From an optimization exercise on the open Yosys and OpenROAD flow, aimed at a short achievable clock period and few clock cycles; shortcuts taken in it are not production practice. Function was checked by simulation only, so behaviour that the tests miss may differ from the original. The clock port is modelled as an ideal driver; clocking choices that lean on that would not hold on a real chip. Power figures rest on the tool's default switching activity, not on a simulated workload.

File: flow/flow/run.sh
#!/bin/bash
# Layout flow: the standard synthesis, floorplan, placement, CTS, routing and finish,
# with the design's SDC unchanged. Added: port buffers of a stronger cell, and timing repair
# against a setup margin (iteration-capped) before and after CTS and after global routing.
# Each step's full output goes to its own log file in the work folder.
set -euo pipefail
W=$PWD
export REPAIR_MARGIN=$(cat "$W/flow/margin.txt")
export REPAIR_ITERS=$(cat "$W/flow/iters.txt")
export BUFFER_PORTS_ARGS="-buffer_cell sky130_fd_sc_hd__buf_4"
export PRE_CTS_TCL=$W/flow/pre_cts.tcl
export POST_CTS_TCL=$W/flow/post_cts.tcl
export SKIP_CTS_REPAIR_TIMING=1
export SKIP_INCREMENTAL_REPAIR=1
export POST_GLOBAL_ROUTE_TCL=$W/flow/post_grt.tcl
bash standard.sh synth     > "$W/synth.log" 2>&1
bash standard.sh floorplan > "$W/floorplan.log" 2>&1
bash standard.sh place     > "$W/place.log" 2>&1
bash standard.sh cts       > "$W/cts.log" 2>&1
bash standard.sh grt       > "$W/grt.log" 2>&1
bash standard.sh           > "$W/route_finish.log" 2>&1
File: flow/flow/iters.txt
10000
File: flow/flow/margin.txt
14
File: flow/flow/post_cts.tcl
# Sourced by ORFS cts.tcl after CTS and its detailed placement (its own repair is skipped).
set_dont_use $::env(DONT_USE_CELLS)
estimate_parasitics -placement
report_worst_slack -max
repair_timing -setup -setup_margin $::env(REPAIR_MARGIN) -repair_tns 0 \
  -max_iterations $::env(REPAIR_ITERS) -verbose
repair_timing -hold -hold_margin 0.05 -verbose
detailed_placement
check_placement -verbose
estimate_parasitics -placement
report_worst_slack -max
report_worst_slack -min
File: flow/flow/post_grt.tcl
# Sourced by ORFS global_route.tcl after global routing (its own incremental repair is
# skipped): repair design and timing with global-routing parasitics, re-route the
# changed nets incrementally, and write the route guides again.
set_dont_use $::env(DONT_USE_CELLS)
set_placement_padding -global \
  -left $::env(CELL_PAD_IN_SITES_DETAIL_PLACEMENT) \
  -right $::env(CELL_PAD_IN_SITES_DETAIL_PLACEMENT)
estimate_parasitics -global_routing
report_worst_slack -max
global_route -start_incremental
repair_design -cap_margin $::env(CAP_MARGIN) -slew_margin $::env(SLEW_MARGIN)
repair_timing -setup -setup_margin $::env(REPAIR_MARGIN) -repair_tns 0 \
  -max_iterations $::env(REPAIR_ITERS) -verbose
repair_timing -hold -hold_margin 0.05 -verbose
detailed_placement
global_route -end_incremental
check_placement -verbose
repair_antennas -iterations 5
check_antennas
estimate_parasitics -global_routing
report_worst_slack -max
report_worst_slack -min
write_guides $::env(RESULTS_DIR)/route.guide
File: flow/flow/pre_cts.tcl
# Sourced by ORFS cts.tcl after loading the placed design, before CTS.
set_dont_use $::env(DONT_USE_CELLS)
set_placement_padding -global \
  -left $::env(CELL_PAD_IN_SITES_DETAIL_PLACEMENT) \
  -right $::env(CELL_PAD_IN_SITES_DETAIL_PLACEMENT)
estimate_parasitics -placement
report_worst_slack -max
repair_timing -setup -setup_margin $::env(REPAIR_MARGIN) -repair_tns 0 \
  -max_iterations $::env(REPAIR_ITERS) -verbose
detailed_placement
estimate_parasitics -placement
report_worst_slack -max
File: flow/standard.sh
#!/bin/bash
# synth_recipe.tcl (not shown) runs the flow's synth.tcl, then flattens the netlist and writes it again
# the make line also repeats each setting of config.mk as NAME=value (left out here)
make -C /OpenROAD-flow-scripts/flow DESIGN_CONFIG=/design/flow/config.mk WORK_HOME=/design/flow/orfs CLKGATE_MAP_FILE= SYNTH_SCRIPT=/design/flow/synth_recipe.tcl "${@:-finish}"
File: flow/config.mk
export PLATFORM = sky130hd
export DESIGN_NAME = TopLevel
export DESIGN_NICKNAME = TopLevel
export VERILOG_FILES = /design/flow/design.v
export SDC_FILE = /design/flow/constraint.sdc
export NUM_CORES = 8
export LEC_CHECK = 0
export ABC_CLOCK_PERIOD_IN_PS = 4000
export CAP_MARGIN = 20
export CORE_MARGIN = 2
export CORE_UTILIZATION = 55
export SLEW_MARGIN = 20
File: flow/constraint.sdc
create_clock -name core_clock -period 20.0 [get_ports {clk}]
set_input_delay 4.0000 -clock core_clock [delete_from_list [all_inputs] [get_ports {clk}]]
set_output_delay 4.0000 -clock core_clock [all_outputs]
set_load 0.01 [all_outputs]
File: flow/design.v
module dx_slot (
    input  logic [31:0] ins, pc,
    input  logic        pt,                  
    input  logic [29:0] ptgt,                
    input  logic [31:0] oh1, oh2,            
    input  logic [1023:0] rf,                
    input  logic        m1_wen, m1_ld, m0_wen, m0_ld, w1_wen, w0_wen,
    input  logic [4:0]  m1_rd, m0_rd, w1_rd, w0_rd,
    input  logic [31:0] m1_res, m0_res, w1_dat, w0_dat,
    input  logic [31:0] mepc_pc,
    output logic        is_br, is_jal, is_jalr, is_ld, is_st, is_sys, is_csr, is_mret,
    output logic        wen, use1, use2, ctl, mem,
    output logic [4:0]  rd, rs1, rs2,
    output logic [2:0]  f3,
    output logic [31:0] a, b,
    output logic        lu,                  
    output logic [31:0] result, addr, pcrel, rpc, st_data,
    output logic [3:0]  st_mask,
    output logic        taken, mis,
    output logic        skip,                
    output logic [31:0] pc4);
  wire [6:0] opc = ins[6:0];
  assign rd  = ins[11:7];
  assign rs1 = ins[19:15];
  assign rs2 = ins[24:20];
  assign f3  = ins[14:12];
  wire is_lui   = opc == 7'b0110111;
  wire is_auipc = opc == 7'b0010111;
  assign is_jal  = opc == 7'b1101111;
  assign is_jalr = opc == 7'b1100111;
  assign is_br   = opc == 7'b1100011;
  assign is_ld   = opc == 7'b0000011;
  assign is_st   = opc == 7'b0100011;
  wire is_opi   = opc == 7'b0010011;
  wire is_op    = opc == 7'b0110011;
  assign is_sys  = opc == 7'b1110011;
  assign is_csr  = is_sys && (f3 != 3'b000);
  assign is_mret = ins == 32'h30200073;
  assign wen  = (is_lui | is_auipc | is_jal | is_jalr | is_ld | is_opi | is_op | is_csr) &&
                (rd != 5'd0);
  assign use1 = is_jalr | is_br | is_ld | is_st | is_opi | is_op | (is_csr && !f3[2]);
  assign use2 = is_br | is_st | is_op;
  assign ctl  = is_br | is_jal | is_jalr;
  assign mem  = is_ld | is_st;
  wire [31:0] imm_i = {{20{ins[31]}}, ins[31:20]};
  wire [31:0] imm_s = {{20{ins[31]}}, ins[31:25], ins[11:7]};
  wire [31:0] imm_b = {{20{ins[31]}}, ins[7], ins[30:25], ins[11:8], 1'b0};
  wire [31:0] imm_u = {ins[31:12], 12'b0};
  wire [31:0] imm_j = {{12{ins[31]}}, ins[19:12], ins[20], ins[30:21], 1'b0};
  logic [31:0] rfa, rfb;
  always_comb begin
    rfa = 32'b0;
    rfb = 32'b0;
    for (int r = 1; r < 32; r++) begin
      rfa = rfa | ({32{oh1[r]}} & rf[r*32 +: 32]);
      rfb = rfb | ({32{oh2[r]}} & rf[r*32 +: 32]);
    end
  end
  logic haz_a, haz_b;
  always_comb begin
    if (m1_wen && m1_rd == rs1)      begin a = m1_res; haz_a = m1_ld; end
    else if (m0_wen && m0_rd == rs1) begin a = m0_res; haz_a = m0_ld; end
    else if (w1_wen && w1_rd == rs1) begin a = w1_dat; haz_a = 1'b0;  end
    else if (w0_wen && w0_rd == rs1) begin a = w0_dat; haz_a = 1'b0;  end
    else                             begin a = rfa;    haz_a = 1'b0;  end
    if (m1_wen && m1_rd == rs2)      begin b = m1_res; haz_b = m1_ld; end
    else if (m0_wen && m0_rd == rs2) begin b = m0_res; haz_b = m0_ld; end
    else if (w1_wen && w1_rd == rs2) begin b = w1_dat; haz_b = 1'b0;  end
    else if (w0_wen && w0_rd == rs2) begin b = w0_dat; haz_b = 1'b0;  end
    else                             begin b = rfb;    haz_b = 1'b0;  end
  end
  assign lu = (use1 && haz_a) || (use2 && haz_b);
  wire [31:0] opb = is_op ? b : imm_i;
  wire [31:0] sra = $signed(a) >>> opb[4:0];
  logic [31:0] alu;
  always_comb begin
    case (f3)
      3'b000:  alu = (is_op && ins[30]) ? a - opb : a + opb;
      3'b001:  alu = a << opb[4:0];
      3'b010:  alu = {31'b0, $signed(a) < $signed(opb)};
      3'b011:  alu = {31'b0, a < opb};
      3'b100:  alu = a ^ opb;
      3'b101:  alu = ins[30] ? sra : (a >> opb[4:0]);
      3'b110:  alu = a | opb;
      default: alu = a & opb;
    endcase
  end
  logic cond;
  always_comb begin
    case (f3)
      3'b000:  cond = a == b;
      3'b001:  cond = a != b;
      3'b100:  cond = $signed(a) < $signed(b);
      3'b101:  cond = $signed(a) >= $signed(b);
      3'b110:  cond = a < b;
      3'b111:  cond = a >= b;
      default: cond = 1'b0;
    endcase
  end
  assign pc4  = pc + 32'd4;
  assign skip = is_br && !pt && (imm_b == 32'd8);
  assign pcrel = pc + (is_auipc ? imm_u : is_jal ? imm_j : imm_b);
  assign addr  = a + (is_st ? imm_s : imm_i);
  assign taken = is_jal | is_jalr | (is_br & cond);
  wire tgt_ok  = (ptgt == pcrel[31:2]) && (pcrel[1:0] == 2'b00);
  assign mis   = skip ? 1'b0 :
                 (is_br | is_jal) ? (taken ? !(pt && tgt_ok) : pt)
                                  : (is_jalr | is_mret | pt);
  always_comb begin
    if (is_mret)      rpc = mepc_pc;
    else if (is_jalr) rpc = {addr[31:1], 1'b0};
    else if (taken)   rpc = pcrel;
    else              rpc = pc4;
    if (is_lui)                result = imm_u;
    else if (is_auipc)         result = pcrel;
    else if (is_jal | is_jalr) result = pc4;
    else                       result = alu;
    case (f3)
      3'b000: begin
        st_data = {4{b[7:0]}};
        st_mask = 4'b0001 << addr[1:0];
      end
      3'b001: begin
        st_data = {2{b[15:0]}};
        st_mask = addr[1] ? 4'b1100 : 4'b0011;
      end
      3'b010: begin
        st_data = b;
        st_mask = 4'b1111;
      end
      default: begin
        st_data = b;
        st_mask = 4'b0000;
      end
    endcase
  end
endmodule
module TopLevel (
    input  logic        clk, rst, interrupt,
    output logic [31:0] imem_addr,
    input  logic [31:0] imem_rdata,
    output logic [31:0] dmem_addr,
    output logic [31:0] dmem_wdata,
    output logic [3:0]  dmem_wmask,
    output logic        dmem_we,
    input  logic [31:0] dmem_rdata);
  localparam int IW = 6;               
  localparam int HW = IW - 1;          
  localparam int NH = 1 << HW;
  localparam int TW = 32 - IW - 2;     
  localparam int QE = 161;             
  logic [31:0]   pc_f;
  logic [3:0]    qt;                  
  logic [QE-1:0] q0, q1, q2, q3;
  logic          u0_v, u0_taken, u1_v, u1_taken;
  logic [IW-1:0] u0_idx, u1_idx;
  logic [1:0]    u0_ctr, u1_ctr;
  logic [29:0]   u0_tgt, u1_tgt;
  logic          m0_wen, m1_wen, m0_ld, m1_ld, m_we;
  logic [4:0]    m0_rd, m1_rd;
  logic [31:0]   m0_res, m1_res;
  logic [2:0]    m_f3;
  logic [31:0]   m_addr, m_wdata;
  logic [3:0]    m_wmask;
  logic          w0_wen, w1_wen;
  logic [4:0]    w0_rd, w1_rd;
  logic [31:0]   w0_res, w1_res;       
  logic          skip_pend;           
  logic          irq_r;
  logic          st_mie, st_mpie, mie_mtie, mtvec_mode;
  logic [29:0]   mtvec_base, mepc;
  logic [31:0]   mcause;
  wire [NH-1:0]    cv0, cv1;
  wire [NH*TW-1:0] ctag0, ctag1;
  wire [NH*32-1:0] cins0, cins1;
  wire [NH*2-1:0]  cctr0, cctr1;
  wire [NH*30-1:0] ctgt0, ctgt1;
  wire [31:0]   pc_b = pc_f + 32'd4;
  wire [HW-1:0] row  = pc_f[IW+1:3];
  wire [HW-1:0] rowp = row + 1'b1;
  wire          odd  = pc_f[2];
  logic          e0_v, e1_v, o_v;
  logic [TW-1:0] e0_tag, e1_tag, o_tag;
  logic [31:0]   e1_ins, o_ins;
  logic [1:0]    e0_ctr, e1_ctr, o_ctr;
  logic [29:0]   e0_tgt, e1_tgt, o_tgt;
  always_comb begin
    e0_v = 1'b0; e0_tag = '0; e0_ctr = '0; e0_tgt = '0;
    e1_v = 1'b0; e1_tag = '0; e1_ctr = '0; e1_tgt = '0; e1_ins = '0;
    o_v  = 1'b0; o_tag  = '0; o_ctr  = '0; o_tgt  = '0; o_ins  = '0;
    for (int e = 0; e < NH; e++) begin
      if (row == e) begin
        e0_v   = e0_v   | cv0[e];
        e0_tag = e0_tag | ctag0[e*TW +: TW];
        e0_ctr = e0_ctr | cctr0[e*2 +: 2];
        e0_tgt = e0_tgt | ctgt0[e*30 +: 30];
        o_v    = o_v    | cv1[e];
        o_tag  = o_tag  | ctag1[e*TW +: TW];
        o_ctr  = o_ctr  | cctr1[e*2 +: 2];
        o_tgt  = o_tgt  | ctgt1[e*30 +: 30];
        o_ins  = o_ins  | cins1[e*32 +: 32];
      end
      if (rowp == e) begin
        e1_v   = e1_v   | cv0[e];
        e1_tag = e1_tag | ctag0[e*TW +: TW];
        e1_ctr = e1_ctr | cctr0[e*2 +: 2];
        e1_tgt = e1_tgt | ctgt0[e*30 +: 30];
        e1_ins = e1_ins | cins0[e*32 +: 32];
      end
    end
  end
  wire          a_v   = odd ? o_v    : e0_v;
  wire [TW-1:0] a_tag = odd ? o_tag  : e0_tag;
  wire [1:0]    a_ctr = odd ? o_ctr  : e0_ctr;
  wire [29:0]   a_tgt = odd ? o_tgt  : e0_tgt;
  wire          b_v   = odd ? e1_v   : o_v;
  wire [TW-1:0] b_tag = odd ? e1_tag : o_tag;
  wire [31:0]   b_ins = odd ? e1_ins : o_ins;
  wire [1:0]    b_ctr = odd ? e1_ctr : o_ctr;
  wire [29:0]   b_tgt = odd ? e1_tgt : o_tgt;
  wire          hit_a = a_v && (a_tag == pc_f[31:IW+2]);
  wire          hit_b = b_v && (b_tag == pc_b[31:IW+2]);
  wire          pt_a  = hit_a && a_ctr[1];
  wire          pt_b  = b_ctr[1];
  wire          two   = !pt_a && hit_b;
  wire [1:0]    ctr_a = hit_a ? a_ctr : 2'b01;
  logic [31:0]  f_npc;
  always_comb begin
    if (pt_a)        f_npc = {a_tgt, 2'b00};
    else if (!hit_b) f_npc = pc_b;
    else if (pt_b)   f_npc = {b_tgt, 2'b00};
    else             f_npc = pc_f + 32'd8;
  end
  assign imem_addr = pc_f;
  wire [QE-1:0] ent_a = {32'b1 << imem_rdata[24:20], 32'b1 << imem_rdata[19:15],
                         pt_a, ctr_a, a_tgt, pc_f, imem_rdata};
  wire [QE-1:0] ent_b = {32'b1 << b_ins[24:20], 32'b1 << b_ins[19:15],
                         pt_b, b_ctr, b_tgt, pc_b, b_ins};
  wire [1023:0] rf;
  assign rf[31:0] = 32'b0;
  wire [31:0] wd0, wd1;
  for (genvar r = 1; r < 32; r++) begin : g_rf
    logic [31:0] x;
    always_ff @(posedge clk) begin
      if (w1_wen && w1_rd == r)      x <= wd1;
      else if (w0_wen && w0_rd == r) x <= wd0;
    end
    assign rf[r*32 +: 32] = x;
  end
  logic [31:0] ld_val;
  always_comb begin
    logic [31:0] sh;
    sh = dmem_rdata >> {m_addr[1:0], 3'b000};
    case (m_f3)
      3'b000:  ld_val = {{24{sh[7]}}, sh[7:0]};
      3'b100:  ld_val = {24'b0, sh[7:0]};
      3'b001:  ld_val = {{16{sh[15]}}, sh[15:0]};
      3'b101:  ld_val = {16'b0, sh[15:0]};
      3'b010:  ld_val = dmem_rdata;
      default: ld_val = 32'b0;
    endcase
  end
  assign wd0 = w0_res;
  assign wd1 = w1_res;
  logic        is_br0, is_jal0, is_jalr0, is_ld0, is_st0, is_sys0, is_csr0, is_mret0;
  logic        wen0, use10, use20, ctl0, mem0, lu0, taken0, mis0, skip0;
  logic [31:0] pc40;
  logic [4:0]  rd0, rs10, rs20;
  logic [2:0]  f30;
  logic [31:0] a0, b0, result0, addr0, pcrel0, rpc0, st_data0;
  logic [3:0]  st_mask0;
  logic        is_br1, is_jal1, is_jalr1, is_ld1, is_st1, is_sys1, is_csr1, is_mret1;
  logic        wen1, use11, use21, ctl1, mem1, lu1, taken1, mis1, skip1;
  logic [31:0] pc41;
  logic [4:0]  rd1, rs11, rs21;
  logic [2:0]  f31;
  logic [31:0] a1, b1, result1, addr1, pcrel1, rpc1, st_data1;
  logic [3:0]  st_mask1;
  wire [31:0] ins0 = q0[31:0];
  wire [31:0] ins1 = q1[31:0];
  dx_slot s0 (
    .ins(ins0), .pc(q0[63:32]), .pt(q0[96]), .ptgt(q0[93:64]),
    .oh1(q0[128:97]), .oh2(q0[160:129]), .rf(rf),
    .m1_wen(m1_wen), .m1_ld(m1_ld), .m0_wen(m0_wen), .m0_ld(m0_ld), .w1_wen(w1_wen), .w0_wen(w0_wen),
    .m1_rd(m1_rd), .m0_rd(m0_rd), .w1_rd(w1_rd), .w0_rd(w0_rd),
    .m1_res(m1_res), .m0_res(m0_res), .w1_dat(wd1), .w0_dat(wd0),
    .mepc_pc({mepc, 2'b00}),
    .is_br(is_br0), .is_jal(is_jal0), .is_jalr(is_jalr0), .is_ld(is_ld0), .is_st(is_st0),
    .is_sys(is_sys0), .is_csr(is_csr0), .is_mret(is_mret0),
    .wen(wen0), .use1(use10), .use2(use20), .ctl(ctl0), .mem(mem0),
    .rd(rd0), .rs1(rs10), .rs2(rs20), .f3(f30), .a(a0), .b(b0), .lu(lu0),
    .result(result0), .addr(addr0), .pcrel(pcrel0), .rpc(rpc0), .st_data(st_data0),
    .st_mask(st_mask0), .taken(taken0), .mis(mis0), .skip(skip0), .pc4(pc40));
  dx_slot s1 (
    .ins(ins1), .pc(q1[63:32]), .pt(q1[96]), .ptgt(q1[93:64]),
    .oh1(q1[128:97]), .oh2(q1[160:129]), .rf(rf),
    .m1_wen(m1_wen), .m1_ld(m1_ld), .m0_wen(m0_wen), .m0_ld(m0_ld), .w1_wen(w1_wen), .w0_wen(w0_wen),
    .m1_rd(m1_rd), .m0_rd(m0_rd), .w1_rd(w1_rd), .w0_rd(w0_rd),
    .m1_res(m1_res), .m0_res(m0_res), .w1_dat(wd1), .w0_dat(wd0),
    .mepc_pc({mepc, 2'b00}),
    .is_br(is_br1), .is_jal(is_jal1), .is_jalr(is_jalr1), .is_ld(is_ld1), .is_st(is_st1),
    .is_sys(is_sys1), .is_csr(is_csr1), .is_mret(is_mret1),
    .wen(wen1), .use1(use11), .use2(use21), .ctl(ctl1), .mem(mem1),
    .rd(rd1), .rs1(rs11), .rs2(rs21), .f3(f31), .a(a1), .b(b1), .lu(lu1),
    .result(result1), .addr(addr1), .pcrel(pcrel1), .rpc(rpc1), .st_data(st_data1),
    .st_mask(st_mask1), .taken(taken1), .mis(mis1), .skip(skip1), .pc4(pc41));
  wire [11:0] caddr = ins0[31:20];
  logic [31:0] csr_rd, csr_src, csr_new;
  always_comb begin
    case (caddr)
      12'h300: csr_rd = {24'b0, st_mpie, 3'b0, st_mie, 3'b0};
      12'h304: csr_rd = {24'b0, mie_mtie, 7'b0};
      12'h344: csr_rd = {24'b0, irq_r, 7'b0};
      12'h305: csr_rd = {mtvec_base, 1'b0, mtvec_mode};
      12'h341: csr_rd = {mepc, 2'b00};
      12'h342: csr_rd = mcause;
      default: csr_rd = 32'b0;
    endcase
    csr_src = f30[2] ? {27'b0, rs10} : a0;
    case (f30[1:0])
      2'b01:   csr_new = csr_src;
      2'b10:   csr_new = csr_rd | csr_src;
      default: csr_new = csr_rd & ~csr_src;
    endcase
  end
  wire v0     = qt[0];
  wire v1     = qt[1];
  wire dep01  = wen0 && ((use11 && rs11 == rd0) || (use21 && rs21 == rd0));
  wire sq0    = skip_pend && v0;              
  wire stall0 = v0 && lu0 && !skip_pend;
  wire can1   = v1 && !lu1 && !dep01 && !(mem0 && mem1) && !is_sys0 && !is_sys1;
  wire iss1   = v0 && !stall0;                  
  wire iss2   = iss1 && can1;                   
  wire trap   = irq_r && mie_mtie && st_mie && v0 && !is_csr0 && !is_mret0 && !skip_pend;
  wire fire0  = iss1 && !trap && !skip_pend;
  wire k1     = fire0 && skip0 && taken0 && iss2;     
  wire red0   = (fire0 && mis0) || (sq0 && q0[96]);
  wire fire1  = iss2 && !trap && !red0 && !k1;
  wire red1   = (fire1 && mis1) || (k1 && q1[96]);
  wire skip_set = (fire0 && skip0 && taken0 && !iss2) || (fire1 && skip1 && taken1);
  wire redirect = trap | red0 | red1;
  wire csr_we = fire0 && is_csr0 && (f30[1:0] == 2'b01 || rs10 != 5'd0);
  wire [31:0] tvec = {mtvec_base, 2'b00} + (mtvec_mode ? 32'd28 : 32'd0);
  wire [31:0] redirect_pc = trap ? tvec : red0 ? (skip_pend ? pc40 : rpc0) : (k1 ? pc41 : rpc1);
  always_ff @(posedge clk) begin
    if (rst)           skip_pend <= 1'b0;
    else if (skip_set) skip_pend <= 1'b1;
    else if (sq0)      skip_pend <= 1'b0;
  end
  wire [1:0] nsh = iss2 ? 2'd2 : iss1 ? 2'd1 : 2'd0;
  wire [3:0] ts  = iss2 ? {2'b00, qt[3:2]} : iss1 ? {1'b0, qt[3:1]} : qt;    
  wire       acc = !ts[2];
  wire [3:0] at_a = ts ^ {ts[2:0], 1'b1};
  wire [3:0] at_b = {at_a[2:0], 1'b0};
  wire [3:0] qt_fetch = ts | at_a | (two ? at_b : 4'b0);
  wire [6*QE-1:0] qv = {ent_b, ent_a, q3, q2, q1, q0};
  logic [4*QE-1:0] nq;
  always_comb begin
    for (int j = 0; j < 4; j++) begin
      if (ts[j])         nq[j*QE +: QE] = qv[(j + nsh) * QE +: QE];
      else if (at_a[j])  nq[j*QE +: QE] = ent_a;
      else               nq[j*QE +: QE] = ent_b;
    end
  end
  always_ff @(posedge clk) begin
    q0 <= nq[0*QE +: QE];
    q1 <= nq[1*QE +: QE];
    q2 <= nq[2*QE +: QE];
    q3 <= nq[3*QE +: QE];
  end
  always_ff @(posedge clk) begin
    if (rst) begin
      pc_f <= 32'b0;
      qt   <= 4'b0;
    end else if (redirect) begin
      pc_f <= redirect_pc;
      qt   <= 4'b0;
    end else if (acc) begin
      pc_f <= f_npc;
      qt   <= qt_fetch;
    end else begin
      qt   <= ts;
    end
  end
  function automatic logic [1:0] ctr_next(input logic [1:0] c, input logic tk);
    if (tk) ctr_next = (c == 2'b11 || c == 2'b01) ? 2'b11 : c + 2'b01;
    else    ctr_next = (c == 2'b00) ? 2'b00 : c - 2'b01;
  endfunction
  always_ff @(posedge clk) begin
    if (rst) begin
      u0_v <= 1'b0;
      u1_v <= 1'b0;
    end else begin
      u0_v <= fire0 && (is_br0 | is_jal0) && !skip0;
      u1_v <= fire1 && (is_br1 | is_jal1) && !skip1;
    end
    u0_idx   <= q0[IW+33:34];
    u0_taken <= taken0;
    u0_ctr   <= ctr_next(q0[95:94], taken0);
    u0_tgt   <= pcrel0[31:2];
    u1_idx   <= q1[IW+33:34];
    u1_taken <= taken1;
    u1_ctr   <= ctr_next(q1[95:94], taken1);
    u1_tgt   <= pcrel1[31:2];
  end
  logic          fl_v, fl_odd;
  logic [HW-1:0] fl_row;
  logic [TW-1:0] fl_tag;
  logic [31:0]   fl_ins;
  always_ff @(posedge clk) begin
    if (rst) fl_v <= 1'b0;
    else     fl_v <= !hit_a;
    fl_odd <= odd;
    fl_row <= row;
    fl_tag <= pc_f[31:IW+2];
    fl_ins <= imem_rdata;
  end
  for (genvar k = 0; k < 2; k++) begin : g_bank
    for (genvar e = 0; e < NH; e++) begin : g_ent
      logic          v;
      logic [TW-1:0] tag;
      logic [31:0]   ins;
      logic [1:0]    ctr;
      logic [29:0]   tgt;
      wire f_here = fl_v && (fl_odd == k) && (fl_row == e);
      wire u0_here = u0_v && (u0_idx[0] == k) && (u0_idx[IW-1:1] == e);
      wire u1_here = u1_v && (u1_idx[0] == k) && (u1_idx[IW-1:1] == e);
      always_ff @(posedge clk) begin
        if (rst)         v <= 1'b0;
        else if (f_here) v <= 1'b1;
      end
      always_ff @(posedge clk) begin
        if (f_here) begin
          tag <= fl_tag;
          ins <= fl_ins;
        end
        if (f_here)       ctr <= 2'b01;
        else if (u1_here) ctr <= u1_ctr;
        else if (u0_here) ctr <= u0_ctr;
        if (u1_here && u1_taken)      tgt <= u1_tgt;
        else if (u0_here && u0_taken) tgt <= u0_tgt;
      end
      if (k == 0) begin : g_b0
        assign cv0[e] = v;
        assign ctag0[e*TW +: TW] = tag;
        assign cins0[e*32 +: 32] = ins;
        assign cctr0[e*2 +: 2]   = ctr;
        assign ctgt0[e*30 +: 30] = tgt;
      end else begin : g_b1
        assign cv1[e] = v;
        assign ctag1[e*TW +: TW] = tag;
        assign cins1[e*32 +: 32] = ins;
        assign cctr1[e*2 +: 2]   = ctr;
        assign ctgt1[e*30 +: 30] = tgt;
      end
    end
  end
  wire ms = !mem0;                        
  always_ff @(posedge clk) begin
    if (rst) begin
      m0_wen <= 1'b0;
      m1_wen <= 1'b0;
      m_we   <= 1'b0;
    end else begin
      m0_wen <= fire0 && wen0;
      m1_wen <= fire1 && wen1;
      m_we   <= (fire0 && is_st0) || (fire1 && is_st1);
    end
  end
  always_ff @(posedge clk) begin
    m0_ld   <= is_ld0;
    m1_ld   <= is_ld1;
    m0_rd   <= rd0;
    m1_rd   <= rd1;
    m0_res  <= is_csr0 ? csr_rd : result0;
    m1_res  <= result1;
    m_f3    <= ms ? f31 : f30;
    m_addr  <= ms ? addr1 : addr0;
    m_wdata <= ms ? st_data1 : st_data0;
    m_wmask <= ms ? st_mask1 : st_mask0;
  end
  assign dmem_addr  = m_addr;
  assign dmem_we    = m_we;
  assign dmem_wmask = m_wmask;
  assign dmem_wdata = m_wdata;
  always_ff @(posedge clk) begin
    if (rst) begin
      w0_wen <= 1'b0;
      w1_wen <= 1'b0;
    end else begin
      w0_wen <= m0_wen;
      w1_wen <= m1_wen;
    end
  end
  always_ff @(posedge clk) begin
    w0_rd   <= m0_rd;
    w1_rd   <= m1_rd;
    w0_res  <= m0_ld ? ld_val : m0_res;
    w1_res  <= m1_ld ? ld_val : m1_res;
  end
  always_ff @(posedge clk) begin
    if (rst) begin
      irq_r      <= 1'b0;
      st_mie     <= 1'b0;
      st_mpie    <= 1'b0;
      mie_mtie   <= 1'b0;
      mtvec_base <= 30'b0;
      mtvec_mode <= 1'b0;
      mepc       <= 30'b0;
      mcause     <= 32'b0;
    end else begin
      irq_r <= interrupt;
      if (trap) begin
        st_mpie <= st_mie;
        st_mie  <= 1'b0;
        mepc    <= q0[63:34];
        mcause  <= 32'h80000007;
      end else if (fire0 && is_mret0) begin
        st_mie  <= st_mpie;
        st_mpie <= 1'b1;
      end else if (csr_we) begin
        case (caddr)
          12'h300: begin
            st_mie  <= csr_new[3];
            st_mpie <= csr_new[7];
          end
          12'h304: mie_mtie <= csr_new[7];
          12'h305: begin
            mtvec_base <= csr_new[31:2];
            mtvec_mode <= csr_new[0];
          end
          12'h341: mepc   <= csr_new[31:2];
          12'h342: mcause <= csr_new;
          default: ;
        endcase
      end
    end
  end
endmodule
==> results.txt <==
cell usage after synthesis, types with 98 or more instances:
master,number,share of area [%]
a31oi_1,265,0.41
mux2i_1,916,2.2
buf_2,222,0.27
o211ai_1,199,0.37
a21oi_1,1545,1.9
a221oi_1,1190,2.6
nor4_1,152,0.23
o22ai_1,234,0.36
a22oi_1,2550,4.7
a221o_1,105,0.26
or3_1,98,0.15
nor3_1,460,0.56
a222oi_1,447,1.1
nand4_1,841,1.3
xnor2_1,319,0.68
ha_1,401,1.2
inv_1,346,0.32
edfxtp_1,6816,50
nor2_1,1751,1.6
a32oi_1,110,0.24
a211oi_1,399,0.73
and3_1,218,0.33
o21ai_0,1076,1.3
xor2_1,195,0.42
nand2b_1,111,0.17
nor2b_1,113,0.17
dfxtp_1,1011,5.0
mux2_2,3147,8.7
nand3_1,915,1.1
clkbuf_1,2433,2.2
a21o_1,129,0.24
buf_1,794,0.73
nand2_1,2680,2.5
o31ai_1,230,0.42
a22o_1,961,2.1
cell families after synthesis:
kind of cell / count (synthesis) / share of synthesized area [%]
xor gates and xnor gates: 519 / 1.13
DFF: 7827 / 55.1
muxes: 4090 / 11.1
and+or+nand+nor: 7901 / 9.24
adders and majority gates: 411 / 1.28
AOI/OAI and AO/OA: 10233 / 18.4
buffers and inverters: 3903 / 3.80
power groups by stage:
| stage | Clock (mW) | Sequential (mW) | Combinational [mW] |
|---|---|---|---|
| floorplan | 0 | 18.8 | 5.83 |
| global placement | 0 | 19.3 | 11.6 |
| detailed placement | 0 | 19.3 | 11.7 |
worst min-delay path by stage:
stage / startpoint / cells past startpoint / slack [ps] / to
floorplan: pc_f[2]$_SDFFE_PP0P_ / 0 / 370 / fl_odd$_DFF_P_
global placement: m1_rd[1]$_DFF_P_ / 0 / 440 / w1_rd[1]$_DFF_P_
detailed placement: m1_rd[1]$_DFF_P_ / 0 / 440 / w1_rd[1]$_DFF_P_
==> impl_metrics.yaml <==
run_status:
  outcome: "stopped before the end"
  lastStage: "global routing (5_1_grt)"
  firstError: "[ERROR GRT-0183] Net _13639_: the 3D maze router ran out of legal paths (heap underflow) - the net is boxed in by local congestion or blockages."
placed_design:
  post-place-ws_ps: 10290
  place_congestion: 1.15
  place_hpwl_mm: 1630
  dp.cells: 43172
  postPlaceCellArea_um2: 426000
  portBuffers: 167
logic_synthesis:
  syn_area_um2: 408000
  synth_seq_area_share_pct: 55.1
  avgSynthCellArea_um2: 11.7
  synth_edf_count: 6816
  synth.distinct_cells: 131
  synthFlopType: "edfxtp_1"
  async_flop_share_pct: 0
  yosysWarnings: 2
  synth_seq_cells: 7827
  synthCells: 34884
  syn_nets: 35361
floorplan:
  pin_count: 168
  die_h_um: 865
  core.rowCount: 316
  die_w_um: 865
  initial_utilization_pct: 55.1
grt:
  grt_max_degree: 158
  antenna_found_initial: 567
cts:
  clock-sinks: 7827
Testbench counts, summed over its fixed seeds: cycles 445,821.
